What follows belongs to an exercise in optimizing a design on an open flow for small area, a short achievable clock period and few clock cycles; a production flow would make more cautious choices.
Only simulation tests tie the RTL to the original design; equivalence was not proved.

==> run M <==
// des
module  des(input clk,
            input des_enable,
            input reset,
            input des_mode,
            input [1:64] data_i,
            input [1:64] key_i,
            output wire [1:64] data_o,
            output reg ready_o);
==> module contrl, before the edit <==
module contrl(input clk,
              input reset,
              input des_enable,
              input des_mode,
              output reg idle,
              output reg active,
              output reg ready_o,
              output reg one_l,
              output reg one_r,
              output reg two_l,
              output reg two_r);
	reg [3:0] cnt;
	wire last = (cnt == 4'd15);
	wire [3:0] cnt_n = active ? cnt + 4'd1 : 4'd0;
	wire one_n = (cnt_n == 4'd0) || (cnt_n == 4'd7) || (cnt_n == 4'd14);
	always @(posedge clk or negedge reset)
		if (reset == 1'b0) begin
			idle <= 1'b1;
			active <= 1'b0;
			ready_o <= 1'b0;
		end else begin
			idle <= idle & ~des_enable;
			active <= idle ? des_enable : (active & ~last);
			ready_o <= ready_o | (active & last);
		end
	always @(posedge clk) begin
		cnt <= cnt_n;
		one_l <= one_n & ~des_mode;
		one_r <= one_n & des_mode;
		two_l <= ~one_n & ~des_mode;
		two_r <= ~one_n & des_mode;
	end
endmodule
==> module des, before the edit <==
module  des(input clk,
            input des_enable,
            input reset,
            input des_mode,
            input [1:64] data_i,
            input [1:64] key_i,
            output wire [1:64] data_o,
            output reg ready_o);
	wire [1:32] L_i_var, R_i_var;
	wire [1:28] C0, D0;
	wire [1:32] f;
	wire [1:56] Key_next;
	reg [1:32] L, R;
	reg [1:48] A;
	reg [1:56] K;
	wire idle, active, one_l, one_r, two_l, two_r;
	IP IP1(.in(data_i), .L_i_var(L_i_var), .R_i_var(R_i_var));
	IP_ni IP_ni(.in({R, L}), .out(data_o));
	pc_1 pc_1(.key_i(key_i), .C0(C0), .D0(D0));
	des_f des_f1(.A(A), .f(f));
	key_get key_get(.K(K), .C0(C0), .D0(D0), .des_mode(des_mode), .idle(idle),
	                .one_l(one_l), .one_r(one_r), .two_l(two_l), .two_r(two_r),
	                .K_next(Key_next));
	wire [1:32] L_sel = idle ? R_i_var : (ready_o ? R : L);
	wire [1:32] g = f & {32{active}};
	wire [1:32] R_next = L_sel ^ g;
	wire [1:48] A_pre = expand(L_sel) ^ pc2(Key_next);
	always @(posedge clk) begin
		R <= R_next;
		A <= A_pre ^ expand(g);
		L <= idle ? L_i_var : (ready_o ? L : R);
		K <= Key_next;
	end
	contrl contrl1(.clk(clk), .reset(reset), .des_enable(des_enable), .des_mode(des_mode),
	               .idle(idle), .active(active), .ready_o(ready_o),
	               .one_l(one_l), .one_r(one_r), .two_l(two_l), .two_r(two_r));
	function [1:48] expand(input [1:32] x);
		expand = {x[32],x[1],x[2],x[3],x[4],x[5],
		          x[4],x[5],x[6],x[7],x[8],x[9],
		          x[8],x[9],x[10],x[11],x[12],x[13],
		          x[12],x[13],x[14],x[15],x[16],x[17],
		          x[16],x[17],x[18],x[19],x[20],x[21],
		          x[20],x[21],x[22],x[23],x[24],x[25],
		          x[24],x[25],x[26],x[27],x[28],x[29],
		          x[28],x[29],x[30],x[31],x[32],x[1]};
	endfunction
	function [1:48] pc2(input [1:56] k);
		pc2 = {k[14],k[17],k[11],k[24],k[1],k[5],
		       k[3],k[28],k[15],k[6],k[21],k[10],
		       k[23],k[19],k[12],k[4],k[26],k[8],
		       k[16],k[7],k[27],k[20],k[13],k[2],
		       k[41],k[52],k[31],k[37],k[47],k[55],
		       k[30],k[40],k[51],k[45],k[33],k[48],
		       k[44],k[49],k[39],k[56],k[34],k[53],
		       k[46],k[42],k[50],k[36],k[29],k[32]};
	endfunction
endmodule
==> flow/config.mk <==
export PLATFORM = sky130hd
export DESIGN_NAME = des
export DESIGN_NICKNAME = des
export VERILOG_FILES = /design/flow/design.v
export SDC_FILE = /design/flow/constraint.sdc
export NUM_CORES = 4
export LEC_CHECK = 0
export CAP_MARGIN = 20
export CORE_MARGIN = 2
export CORE_UTILIZATION = 50
export PLACE_DENSITY = 0.65
export SETUP_SLACK_MARGIN = 3.0
export SLEW_MARGIN = 20
export TNS_END_PERCENT = 0
export BUFFER_PORTS_ARGS = -buffer_cell sky130_fd_sc_hd__buf_1
==> flow/constraint.sdc <==
create_clock -name core_clock -period 5.0 [get_ports {clk}]
set_input_delay 1.0000 -clock core_clock [delete_from_list [all_inputs] [get_ports {clk}]]
set_output_delay 1.0000 -clock core_clock [all_outputs]
set_load 0.01 [all_outputs]
standard.sh (not shown) runs the stock make flow with config.mk's settings and CLKGATE_MAP_FILE= SYNTH_SCRIPT=/design/flow/synth_recipe.tcl, a recipe that flattens the netlist after the stock synthesis.
==> flow/flow/run.sh <==
#!/bin/bash
# The standard layout, with the port buffers that the standard flow puts on
# every input and output made as sky130_fd_sc_hd__buf_1 cells (plain buffers)
# instead of the delay buffers buffer_ports picks by default.
set -euo pipefail
echo 'export BUFFER_PORTS_ARGS = -buffer_cell sky130_fd_sc_hd__buf_1' >> config.mk
bash standard.sh > standard.log 2>&1
==> inputs of run A, as changes to run M <==
ABC_AREA = 1   (was not set)
SETUP_SLACK_MARGIN = 3.3   (was 3.0)
==> inputs of run X, as changes to run M <==
--- a/flow/design.v
+++ b/flow/design.v
@@ -1184,2 +1184,3 @@
               output reg idle,
+              output reg first,
               output reg active,
@@ -1206,2 +1207,3 @@
 		cnt <= cnt_n;
+		first <= idle;
 		one_l <= one_n & ~des_mode;
@@ -1224,6 +1226,7 @@
 	wire [1:56] Key_next;
-	reg [1:32] L, R;
+	reg [1:32] L;
+	wire [1:32] R = unexpand(A ^ pc2(K));
 	reg [1:48] A;
 	reg [1:56] K;
-	wire idle, active, one_l, one_r, two_l, two_r;
+	wire idle, first, active, one_l, one_r, two_l, two_r;
 	IP IP1(.in(data_i), .L_i_var(L_i_var), .R_i_var(R_i_var));
@@ -1235,10 +1238,8 @@
 	                .K_next(Key_next));
-	wire [1:32] L_sel = idle ? R_i_var : (ready_o ? R : L);
+	wire [1:32] L_sel = idle ? R_i_var : first ? L_i_var : (ready_o ? R : L);
 	wire [1:32] g = f & {32{active}};
-	wire [1:32] R_next = L_sel ^ g;
 	wire [1:48] A_pre = expand(L_sel) ^ pc2(Key_next);
 	always @(posedge clk) begin
-		R <= R_next;
 		A <= A_pre ^ expand(g);
-		L <= idle ? L_i_var : (ready_o ? L : R);
+		if (!ready_o) L <= R;
 		K <= Key_next;
@@ -1246,3 +1247,3 @@
 	contrl contrl1(.clk(clk), .reset(reset), .des_enable(des_enable), .des_mode(des_mode),
-	               .idle(idle), .active(active), .ready_o(ready_o),
+	               .idle(idle), .first(first), .active(active), .ready_o(ready_o),
 	               .one_l(one_l), .one_r(one_r), .two_l(two_l), .two_r(two_r));
@@ -1258,2 +1259,5 @@
 	endfunction
+	function [1:32] unexpand(input [1:48] x);
+		unexpand = {x[2],x[3],x[4],x[5],x[6],x[9],x[10],x[11],x[12],x[15],x[16],x[17],x[18],x[21],x[22],x[23],x[24],x[27],x[28],x[29],x[30],x[33],x[34],x[35],x[36],x[39],x[40],x[41],x[42],x[45],x[46],x[1]};
+	endfunction
 	function [1:48] pc2(input [1:56] k);
==> flow/run.sh (new file) <==
#!/bin/bash
# synth_recipe.tcl (not shown) runs the flow's synth.tcl, then flattens the netlist and writes it again
# the make line also repeats each setting of config.mk as NAME=value (left out here)
make -C /OpenROAD-flow-scripts/flow DESIGN_CONFIG=/design/flow/config.mk WORK_HOME=/design/flow/orfs CLKGATE_MAP_FILE= SYNTH_SCRIPT=/design/flow/synth_recipe.tcl finish
BUFFER_PORTS_ARGS = not set   (was -buffer_cell sky130_fd_sc_hd__buf_1)
CORE_UTILIZATION = 40   (was 50)
PLACE_DENSITY = 0.6   (was 0.65)
SETUP_SLACK_MARGIN = 2.8   (was 3.0)
TNS_END_PERCENT = not set   (was 0)
removed: flow/flow/run.sh
removed: flow/standard.sh
==> comparison <==
Run X went through all stages and came out clean. Run M ran to the end with no violations. Run A passed the timing, design-rule and antenna checks. Die area, lowest first: run M, run A, run X. The highest via count belongs to run A, the lowest to run M. Final cell count: run A > run X > run M. Of run A and run X, run A has the higher sequential cell count (gap 31). Core utilization: run A < run X < run M.
Testbench counts of run M, summed over its fixed seeds: cycles 43,200.
Testbench counts of run A, summed over its fixed seeds: cycles 43,200.
Testbench counts of run X, summed over its fixed seeds: cycles 43,200.

## re-timing with driven ports
How much do the figures lean on ideal ports? The routed layouts below were timed once more, with nothing changed but the port constraints.
Step 1 sets driving cells, clkbuf_16 on the clock port and buf_2 on the other inputs (assumed; they add their load-dependent delay and slew).
Step 2 times the ports against the registers' clock, not the clock port: input delays grow and output delays shrink by t, the midpoint of the rising clock arrivals with the driver on.
Three values: ideal, step 1, step 2; two values: the first two.
| run | t (ns) | setup slack, ns | hold slack, ns | cell pins on the clock port's net |
|---|---|---|---|---|
| run M | 0.484 | 2.755 / 2.755 / 2.494 | 0.357 / 0.334 / 0.503 | 1 |
| run A | 0.477 | 2.962 / 2.912 / 2.617 | 0.380 / 0.364 / 0.476 | 1 |
| run X | 0.475 | 2.708 / 2.679 / 2.328 | 0.475 / 0.475 / 0.475 | 1 |
After both steps setup and hold are still met in every run listed. The setup slack of run X, which loses most, moves by -0.029 ns with the drivers and by -0.380 ns with both steps.
